Background: an optimization exercise with open tools, aiming at small area, a short achievable clock period and few clock cycles per item. Do not read the settings as production practice.
Only simulation tests tie the RTL to the original design; equivalence was not proved.
Power is estimated from default activity; no workload was simulated.

Design mult8, start of the top module:
module mult8(clk, nRST, c_ALL, m_busy, a_data, b_data, mult_out, m_finish);
input clk;
input nRST;
input c_ALL;
input m_busy;
input [7:0] a_data;
input [7:0] b_data;
output m_finish;
reg m_finish;
output [15:0] mult_out;
wire pp_0_0;
wire pp_0_1;
wire pp_0_2;
wire pp_0_3;
wire pp_0_4;
wire pp_0_5;
wire pp_0_6;
wire pp_0_7;
wire pp_1_0;
wire pp_1_1;
wire pp_1_2;
wire pp_1_3;
wire pp_1_4;
wire pp_1_5;
wire pp_1_6;
wire pp_1_7;
wire pp_2_0;
wire pp_2_1;
wire pp_2_2;
wire pp_2_3;
wire pp_2_4;
wire pp_2_5;
wire pp_2_6;
wire pp_2_7;
wire pp_3_0;
wire pp_3_1;
wire pp_3_2;
wire pp_3_3;
wire pp_3_4;
wire pp_3_5;
wire pp_3_6;
wire pp_3_7;
wire pp_4_0;
wire pp_4_1;
wire pp_4_2;
wire pp_4_3;
wire pp_4_4;
wire pp_4_5;
wire pp_4_6;
wire pp_4_7;
wire pp_5_0;
wire pp_5_1;
wire pp_5_2;
wire pp_5_3;
wire pp_5_4;
wire pp_5_5;
wire pp_5_6;
wire pp_5_7;
wire pp_6_0;
wire pp_6_1;
wire pp_6_2;
wire pp_6_3;
wire pp_6_4;
wire pp_6_5;
wire pp_6_6;
wire pp_6_7;
wire pp_7_0;
wire pp_7_1;
wire pp_7_2;
wire pp_7_3;
wire pp_7_4;
wire pp_7_5;
wire pp_7_6;
wire pp_7_7;
wire s1;
wire c2;
wire s3;
wire c4;
wire s5;
wire c6;
wire s7;
wire c8;
wire s9;
wire c10;
wire s11;
wire c12;
wire s13;
wire c14;
wire s15;
wire c16;
wire s17;
wire c18;
wire s19;
wire c20;
wire s21;
wire c22;
wire s23;
wire c24;
wire s25;
wire c26;
wire s27;
wire c28;
wire s29;
wire c30;
wire s31;
wire c32;
wire s33;
wire c34;
wire s35;
wire c36;
wire s37;
wire c38;
wire s39;
wire c40;
wire s41;
wire c42;
wire s43;
wire c44;
wire s45;
wire c46;
wire s47;
wire c48;
wire s49;
wire c50;
wire s51;
wire c52;
wire s53;
wire c54;
wire s55;
wire c56;
wire s57;
wire c58;
wire s59;
wire c60;
wire s61;
wire c62;
wire s63;
wire c64;
wire s65;
wire c66;
wire s67;
wire c68;
wire s69;
wire c70;
wire s71;
wire c72;
wire s73;
wire c74;
wire s75;
wire c76;
wire s77;
wire c78;
wire s79;
wire c80;
wire s81;
wire c82;
wire s83;
wire c84;
wire [15:0] row_a, row_b;
assign pp_0_0 = a_data[0] & b_data[0];
assign pp_0_1 = a_data[0] & b_data[1];
assign pp_0_2 = a_data[0] & b_data[2];
assign pp_0_3 = a_data[0] & b_data[3];
assign pp_0_4 = a_data[0] & b_data[4];
  ...
Size in the first run: about 460 cells after synthesis, ~26 flip-flops, roughly 3100 um2 of cells after synthesis.
Settings: LEC_CHECK=0, CAP_MARGIN=20, CORE_MARGIN=2, CORE_UTILIZATION=40, GPL_TIMING_DRIVEN=0, PLACE_DENSITY=0.6, SLEW_MARGIN=20; clock period 5.0 ns.
standard.sh (not shown) runs the stock make flow with config.mk's settings and CLKGATE_MAP_FILE= SYNTH_SCRIPT=/design/flow/synth_recipe.tcl, a recipe that flattens the netlist after the stock synthesis.
==> flow/flow/run.sh <==
#!/bin/bash
# Own layout flow: the standard flow (standard.sh), with its synthesis
# script swapped for flow/synth.tcl, which sources the standard script
# synth_recipe.tcl but skips full-adder extraction and maps with flow/map.abc.
set -euo pipefail
work=$(pwd)
export MY_WORK_DIR=$work
export MY_FLOW_DIR=$work/flow
sed -e "s#SYNTH_SCRIPT=[^ ]*#SYNTH_SCRIPT=$work/flow/synth.tcl ADDER_MAP_FILE= BUFFER_PORTS_ARGS=\"-buffer_cell sky130_fd_sc_hd__buf_2\"#" standard.sh > own_standard.sh
bash own_standard.sh > own_flow.log 2>&1
==> flow/flow/map.abc <==
strash
dch
map -D 1400
topo
stime -c
buffer -c
upsize -c -D 1400
dnsize -c -D 1400
stime -c
==> flow/flow/map_out.abc <==
strash
dch
map -D 600
topo
stime -c
buffer -c
upsize -c -D 600
dnsize -c -D 600
stime -c
==> flow/flow/synth.tcl <==
# Standard synthesis (synth_recipe.tcl, sourced unchanged) with two changes made
# from outside it: no full-adder extraction (ADDER_MAP_FILE is left empty on
# make's command line) and ABC technology mapping with delay-driven scripts:
# flow/map_out.abc for the logic between the registers and the outputs, then
# flow/map.abc for the rest.
proc abc {args} {
  set out {}
  set skip 0
  foreach a $args {
    if {$skip} { set skip 0; continue }
    if {$a eq "-script" || $a eq "-D"} { set skip 1; continue }
    lappend out $a
  }
  set dir $::env(MY_FLOW_DIR)
  if {[file exists $dir/map_out.abc]} {
    yosys select -set outcone o:* %ci*:-sky130_fd_sc_hd__edfxtp_1:-sky130_fd_sc_hd__dfrtp_1:-sky130_fd_sc_hd__dfxtp_1 t:\$_* %i
    puts "abc override: output cone with $dir/map_out.abc"
    yosys abc -script $dir/map_out.abc {*}$out @outcone
  }
  puts "abc override: rest with $dir/map.abc"
  yosys abc -script $dir/map.abc {*}$out
}
source $::env(MY_WORK_DIR)/synth_recipe.tcl
Testbench counts at the start, summed over its fixed seeds: cycles 3,200, items 3,200.
Then changed:
==> flow/flow/map_out.abc (replaced) <==
strash
dch
map -D 900
topo
stime -c
buffer -c
upsize -c -D 900
dnsize -c -D 900
stime -c
--- a/flow/config.mk
+++ b/flow/config.mk
@@ -12,0 +13 @@
+export SETUP_SLACK_MARGIN = 2.2
The changed run completed without violations.
Worst hold slack stays flat.
Clock skew is unchanged.
Cell area is higher by 1.7%.
Clock-buffer cell count stays the same.
Then changed:
--- a/flow/config.mk
+++ b/flow/config.mk
@@ -13 +12,0 @@
-export SETUP_SLACK_MARGIN = 2.2
Outcome: The changed run ran to the end with no violations. Worst setup slack loses 49 ps. Clock skew is unchanged. Synthesized cell count does not change. Fmax went down by 1.8%. Register-to-register slack hardly moves. Core utilization went down by 2.2 points. Clock power barely changes. Design area went down by 4.5%. Power went down by 3.4%. Non-clock buffer count went down by 10.
Then changed:
==> flow/flow/map.abc (replaced) <==
strash
dch
map -D 2000
topo
stime -c
buffer -c
upsize -c -D 2000
dnsize -c -D 2000
stime -c
--- a/flow/config.mk
+++ b/flow/config.mk
@@ -12,0 +13 @@
+export SETUP_SLACK_MARGIN = 2.0
The changed run completed with no timing, DRC or antenna violations.
Critical path depth rises by 7.
Sequential power rises by about 3%.
Final cell count decreases by 7.6%.
Utilization is higher by 3.2 points.
Worst setup slack is worse by 110 ps.
Area after synthesis went down by about 6%.
Power went up by 5.9%.
Combinational power rose by about 9%.
Wire length shrinks by about 6%.

[separate check: timing with driven ports]
No port has a modelled driver above. Below, the same layouts with a new extraction and two added sets of constraints. Step 1 sets driving cells, clkbuf_16 on the clock port and buf_2 on the other inputs (assumed; they add their load-dependent delay and slew). Step 2 moves the port delays by t, midway between the first and last clock arrival at a register: inputs arrive t later, outputs are due t later. That takes back most of the time a late clock gives input paths. Slacks: ideal / step 1 / step 2; pairs: ideal / step 1.
run	t (ns)	setup slack, ns	slew at the worst register clock pin (ns)
the first run	0.299	2.305 / 2.288 / 2.014	0.10 / 0.10
the second run	0.299	2.262 / 2.231 / 2.017	0.10 / 0.10
the third run	0.299	2.214 / 2.183 / 1.984	0.09 / 0.09
the fourth run	0.297	2.107 / 2.110 / 1.813	0.09 / 0.09
After both steps setup and hold are still met in every run listed. The setup slack of the fourth run, which loses most, moves by +0.003 ns with the drivers and by -0.294 ns with both steps.
